What follows belongs to an exercise in optimizing a design on an open flow for small area; a production flow would make more cautious choices. In this exercise RTL edits were held to simulation tests only and were not proved equivalent to the original. The clock input has no modelled driver; a real chip could not lean on it and would need a root buffer or a full tree. Power is estimated from default activity; no workload was simulated.

// Matrix_Calculator
module Matrix_Calculator
    (input logic [7:0] data_in,
     input logic enter, sw,
     input logic [1:0] operation,
     input logic clk, rst,
     output logic [4:0] data_out,
     output logic finish, error,
     output logic [3:0] index);
    logic enter_d, sw_d;
    logic enter_pulse, switch_pulse;
    logic [4:0] c;
    logic done;
    logic accept, last;
    logic [1:0] op;
    logic invalid, mult, sub, step, elem;
    logic busy, first, ready, first_step, start;
    logic [1:0] k;
    always_ff @(posedge clk) begin
        enter_d <= enter;
        sw_d <= sw;
    end
    assign enter_pulse = enter & ~enter_d;
    assign switch_pulse = sw & ~sw_d;
    assign accept = enter_pulse & ~done & ~rst;
    assign last = accept & (&c[3:0]);
    always_ff @(posedge clk) begin
        if (accept)
            op <= operation;
    end
    assign invalid = ~op[1] & op[0];
    assign mult = ~op[1] & ~op[0];
    assign sub = op[1] & op[0];
    assign finish = done & ~invalid & ready;
  ...
Size in the first run: about 6400 sq um of cells after synthesis.
==> flow/config.mk <==
export PLATFORM = sky130hd
export DESIGN_NAME = Matrix_Calculator
export DESIGN_NICKNAME = Matrix_Calculator
export VERILOG_FILES = /design/flow/design.v
export SDC_FILE = /design/flow/constraint.sdc
export NUM_CORES = 4
export LEC_CHECK = 0
export CAP_MARGIN = 20
export CORE_MARGIN = 2
export CORE_UTILIZATION = 45
export GPL_TIMING_DRIVEN = 0
export PLACE_DENSITY = 0.85
export SLEW_MARGIN = 20
export SYNTH_HIERARCHICAL = 1
export SYNTH_MINIMUM_KEEP_SIZE = 0
==> flow/constraint.sdc <==
create_clock -name core_clock -period 10.0 [get_ports {clk}]
set_input_delay 2.0000 -clock core_clock [delete_from_list [all_inputs] [get_ports {clk}]]
set_output_delay 2.0000 -clock core_clock [all_outputs]
set_load 0.01 [all_outputs]
standard.sh (not shown) runs the stock make flow with config.mk's settings and CLKGATE_MAP_FILE= SYNTH_SCRIPT=/design/flow/synth_recipe.tcl, a recipe that flattens the netlist after the stock synthesis.
==> flow/flow/run.sh <==
#!/bin/bash
# The standard layout with two changes: port buffers are buf_1, and the clock
# tree is built by manual_cts.tcl (a balanced two-level tree of clkbuf
# cells) instead of TritonCTS. Each tool's full output goes to the ORFS logs
# under orfs/logs; make's own output goes to make.log here.
set -euo pipefail
cd "$(dirname "$0")/.."

bash standard.sh \
  "BUFFER_PORTS_ARGS=-buffer_cell sky130_fd_sc_hd__buf_1" \
  "PRE_CTS_TCL=$PWD/flow/manual_cts.tcl" \
  finish > make.log 2>&1
==> flow/flow/manual_cts.tcl <==
# Used as PRE_CTS_TCL in place of TritonCTS: a two-level clock tree. The
# clock port drives NTOP buffers; each drives an equal share of NLEAF leaf
# buffers; each leaf buffer drives an equal share of the flip-flops. Groups
# come from recursive bisection of the placed locations, cutting the longer
# side of each group's bounding box.
set NTOP 2
set NLEAF 10
set TOPBUF sky130_fd_sc_hd__clkbuf_4
set LEAFBUF sky130_fd_sc_hd__clkbuf_8

proc mcts_split {items n} {
  if {$n <= 1} { return [list $items] }
  set xs {}; set ys {}
  foreach s $items { lappend xs [lindex $s 1]; lappend ys [lindex $s 2] }
  set xs [lsort -real $xs]; set ys [lsort -real $ys]
  set w [expr {[lindex $xs end] - [lindex $xs 0]}]
  set h [expr {[lindex $ys end] - [lindex $ys 0]}]
  set sorted [lsort -real -index [expr {$w >= $h ? 1 : 2}] $items]
  set n1 [expr {$n / 2}]
  set cut [expr {int(round([llength $sorted] * double($n1) / $n))}]
  return [concat [mcts_split [lrange $sorted 0 [expr {$cut - 1}]] $n1] \
                 [mcts_split [lrange $sorted $cut end] [expr {$n - $n1}]]]
}

proc mcts_buffer {block master name innet items} {
  set sx 0; set sy 0
  foreach s $items { set sx [expr {$sx + [lindex $s 1]}]; set sy [expr {$sy + [lindex $s 2]}] }
  set m [llength $items]
  set cx [expr {$sx / $m}]; set cy [expr {$sy / $m}]
  set net [odb::dbNet_create $block "${name}_net"]
  $net setSigType CLOCK
  set inst [odb::dbInst_create $block $master $name]
  $inst setLocation [expr {int($cx)}] [expr {int($cy)}]
  $inst setPlacementStatus PLACED
  [$inst findITerm A] connect $innet
  [$inst findITerm X] connect $net
  foreach s $items {
    set it [lindex $s 0]
    $it disconnect
    $it connect $net
  }
  puts "manual_cts: $name ([$master getName]) drives $m pins"
  return [list [$inst findITerm A] $cx $cy]
}

proc manual_cts {ntop nleaf topbuf leafbuf} {
  set block [ord::get_db_block]
  set clk [$block findNet clk]
  set tm [[ord::get_db] findMaster $topbuf]
  set lm [[ord::get_db] findMaster $leafbuf]
  set sinks {}
  foreach it [$clk getITerms] {
    set b [[$it getInst] getBBox]
    lappend sinks [list $it [expr {([$b xMin] + [$b xMax]) / 2.0}] [expr {([$b yMin] + [$b yMax]) / 2.0}]]
  }
  set leaves {}
  set k 0
  foreach group [mcts_split $sinks $nleaf] {
    lappend leaves [mcts_buffer $block $lm "clkbuf_leaf$k" $clk $group]
    incr k
  }
  set t 0
  foreach group [mcts_split $leaves $ntop] {
    mcts_buffer $block $tm "clkbuf_top$t" $clk $group
    incr t
  }
}

manual_cts $NTOP $NLEAF $TOPBUF $LEAFBUF
rename clock_tree_synthesis __tritoncts_unused
proc clock_tree_synthesis {args} {
  set_propagated_clock [all_clocks]
}
The baseline finished with timing, DRC and antenna clean.
==> next run, changes <==
--- a/flow/flow/manual_cts.tcl
+++ b/flow/flow/manual_cts.tcl
@@ -68,0 +69,3 @@
+estimate_parasitics -placement
+repair_timing -recover_power 100
+repair_design -slew_margin 20 -cap_margin 20
- GPL_TIMING_DRIVEN: 0 -> unset
- PLACE_DENSITY: 0.85 -> 0.95
After rerunning: Register-to-register slack is worse by 0.34 ns; fmax came out lower by about 5%; cell count came out lower by about 1.4%; routed wire length came out lower by about 3.5%.
==> next run, changes <==
--- a/flow/flow/manual_cts.tcl
+++ b/flow/flow/manual_cts.tcl
@@ -69,3 +68,0 @@
-estimate_parasitics -placement
-repair_timing -recover_power 100
-repair_design -slew_margin 20 -cap_margin 20
What happened: The changed run completed with no timing, DRC or antenna violations. Cell area shrinks slightly. Setup slack gets better by 0.25 ns. Total power hardly moves. Routed wire length decreases slightly. Core utilization goes down by 0.33 points. Synthesized cell count is unchanged. Clock power stays flat.
==> next run, changes <==
--- a/flow/flow/run.sh
+++ b/flow/flow/run.sh
@@ -2,2 +2,3 @@
-# The standard layout with two changes: port buffers are buf_1, and the clock
-# tree is built by manual_cts.tcl (a balanced two-level tree of clkbuf
+# The standard layout with three changes: port buffers are buf_1, repairs
+# use buffers of at most drive 4 (small_buffers.tcl), and the clock
+# tree is built by manual_cts.tcl (a balanced two-level tree of inverter
@@ -11,0 +13,3 @@
+  "PRE_GLOBAL_PLACE_TCL=$PWD/flow/small_buffers.tcl" \
+  "PRE_RESIZE_TCL=$PWD/flow/small_buffers.tcl" \
+  "PRE_GLOBAL_ROUTE_TCL=$PWD/flow/small_buffers.tcl" \
--- a/flow/flow/manual_cts.tcl
+++ b/flow/flow/manual_cts.tcl
@@ -1,3 +1,4 @@
-# Used as PRE_CTS_TCL in place of TritonCTS: a two-level clock tree. The
-# clock port drives NTOP buffers; each drives an equal share of NLEAF leaf
-# buffers; each leaf buffer drives an equal share of the flip-flops. Groups
+# Used as PRE_CTS_TCL in place of TritonCTS: a two-level clock tree of
+# inverters (two inversions, so every flip-flop sees the clock's polarity).
+# The clock port drives NTOP inverters; each drives an equal share of NLEAF
+# leaf inverters; each leaf drives an equal share of the flip-flops. Groups
@@ -7,3 +8,3 @@
-set NLEAF 10
-set TOPBUF sky130_fd_sc_hd__clkbuf_4
-set LEAFBUF sky130_fd_sc_hd__clkbuf_8
+set NLEAF 8
+set TOPBUF sky130_fd_sc_hd__inv_6
+set LEAFBUF sky130_fd_sc_hd__inv_8
@@ -36 +37,3 @@
-  [$inst findITerm X] connect $net
+  set out [$inst findITerm X]
+  if {$out == "NULL"} { set out [$inst findITerm Y] }
+  $out connect $net
@@ -73,0 +77,3 @@
+# the tree's inverters already sit next to their flip-flops
+rename repair_clock_inverters __repair_clock_inverters_unused
+proc repair_clock_inverters {args} {}
==> flow/flow/small_buffers.tcl (new file) <==
# Used as PRE_*_TCL for the steps that repair slew and capacitance: the
# design has ample timing slack, so its repairs use buffers of at most
# drive 4.
set_dont_use {sky130_fd_sc_hd__buf_6 sky130_fd_sc_hd__buf_8 sky130_fd_sc_hd__buf_12 sky130_fd_sc_hd__buf_16 sky130_fd_sc_hd__bufbuf_8 sky130_fd_sc_hd__bufbuf_16 sky130_fd_sc_hd__clkbuf_8 sky130_fd_sc_hd__clkbuf_16}
- ABC_AREA: unset -> 1
- cell area goes up slightly
- total power went down slightly
- worst hold slack gets better by 0.011 ns
- sequential cell count is unchanged
- via count increases by roughly a tenth
- core utilization falls by 1.2 points
- synthesized area climbs slightly
==> next run, changes <==
==> flow/flow/run.sh (replaced) <==
#!/bin/bash
set -euo pipefail
cd "$(dirname "$0")/.."

bash standard.sh \
  "BUFFER_PORTS_ARGS=-buffer_cell sky130_fd_sc_hd__buf_1" \
  "PRE_CTS_TCL=$PWD/flow/manual_cts.tcl" \
  "PRE_GLOBAL_PLACE_TCL=$PWD/flow/downsize.tcl" \
  "PRE_RESIZE_TCL=$PWD/flow/small_buffers.tcl" \
  "PRE_GLOBAL_ROUTE_TCL=$PWD/flow/small_buffers.tcl" \
  finish > make.log 2>&1
==> flow/flow/downsize.tcl (new file) <==
# Used as PRE_GLOBAL_PLACE_TCL: the design has ample timing slack, so logic
# cells that synthesis sized up go back to drive 1; the placement's own
# repair then fixes any slew or capacitance this leaves, with the small
# cells small_buffers.tcl allows.
source [file join [file dirname [info script]] small_buffers.tcl]
set n 0
foreach inst [[ord::get_db_block] getInsts] {
  set m [[$inst getMaster] getName]
  if {![regexp {^(sky130_fd_sc_hd__[a-z0-9]+)_([0-9]+)$} $m -> base size]} { continue }
  if {$size <= 1 || [regexp {df|buf|inv|tap|fill|conb|decap} $base]} { continue }
  set small [[ord::get_db] findMaster ${base}_1]
  if {$small eq "NULL"} { continue }
  $inst swapMaster $small
  incr n
}
puts "downsize: $n cells set to drive 1"
--- a/flow/flow/manual_cts.tcl
+++ b/flow/flow/manual_cts.tcl
@@ -8 +8 @@
-set NLEAF 8
+set NLEAF 7
==> flow/flow/small_buffers.tcl (replaced) <==
set big {}
foreach pat {*_4 *_6 *_8 *_12 *_16} {
  foreach c [get_lib_cells */sky130_fd_sc_hd__$pat] {
    set n [get_name $c]
    if {$n ne "sky130_fd_sc_hd__buf_4" && $n ne "sky130_fd_sc_hd__clkbuf_4"} {
      lappend big $c
    }
  }
}
set_dont_use $big
- ABC_AREA: 1 -> unset
- CORE_UTILIZATION: 45 -> 70
=>
- via count goes down by 9.9%
- routed wire length goes down by 8.6%
- worst setup slack got worse by 0.88 ns
- design area goes down by 4.0%
- clock skew goes down by 0.0041 ns
- final cell count goes down by 24%
- combinational power goes down by 19%
- clock power goes down by about 5%
No run of this note takes its clock network from TritonCTS; it comes from the design's own scripts or RTL.

## separate check: timing with driven ports
In the flow no input, the clock included, has a driving cell. The finished layouts below were timed again as built, in two steps. Step 1 assumes that a clkbuf_16 drives the clock port and a buf_2 every other input. Step 2 moves the port delays by t, midway between the first and last clock arrival at a register: inputs arrive t later, outputs are due t later. That takes back most of the time a late clock gives input paths. Slacks: no drivers / after step 1 / after step 2; pairs: no drivers / after step 1.
| run | t (ns) | setup WS [ns] | worst register clock-pin slew, ns | worst data-port slew with drivers (ns) |
|---|---|---|---|---|
| the first run | 0.446 | 3.540 / 3.540 / 3.540 | 0.11 / 0.11 | 0.03 |
| the second run | 0.427 | 3.195 / 3.195 / 3.195 | 0.10 / 0.10 | 0.03 |
| the third run | 0.433 | 3.441 / 3.441 / 3.441 | 0.10 / 0.10 | 0.03 |
| the fourth run | 0.233 | 4.181 / 4.181 / 4.181 | 0.11 / 0.11 | 0.03 |
| the fifth run | 0.236 | 3.304 / 3.304 / 3.304 | 0.11 / 0.11 | 0.03 |
After both steps every run listed still meets setup and hold.
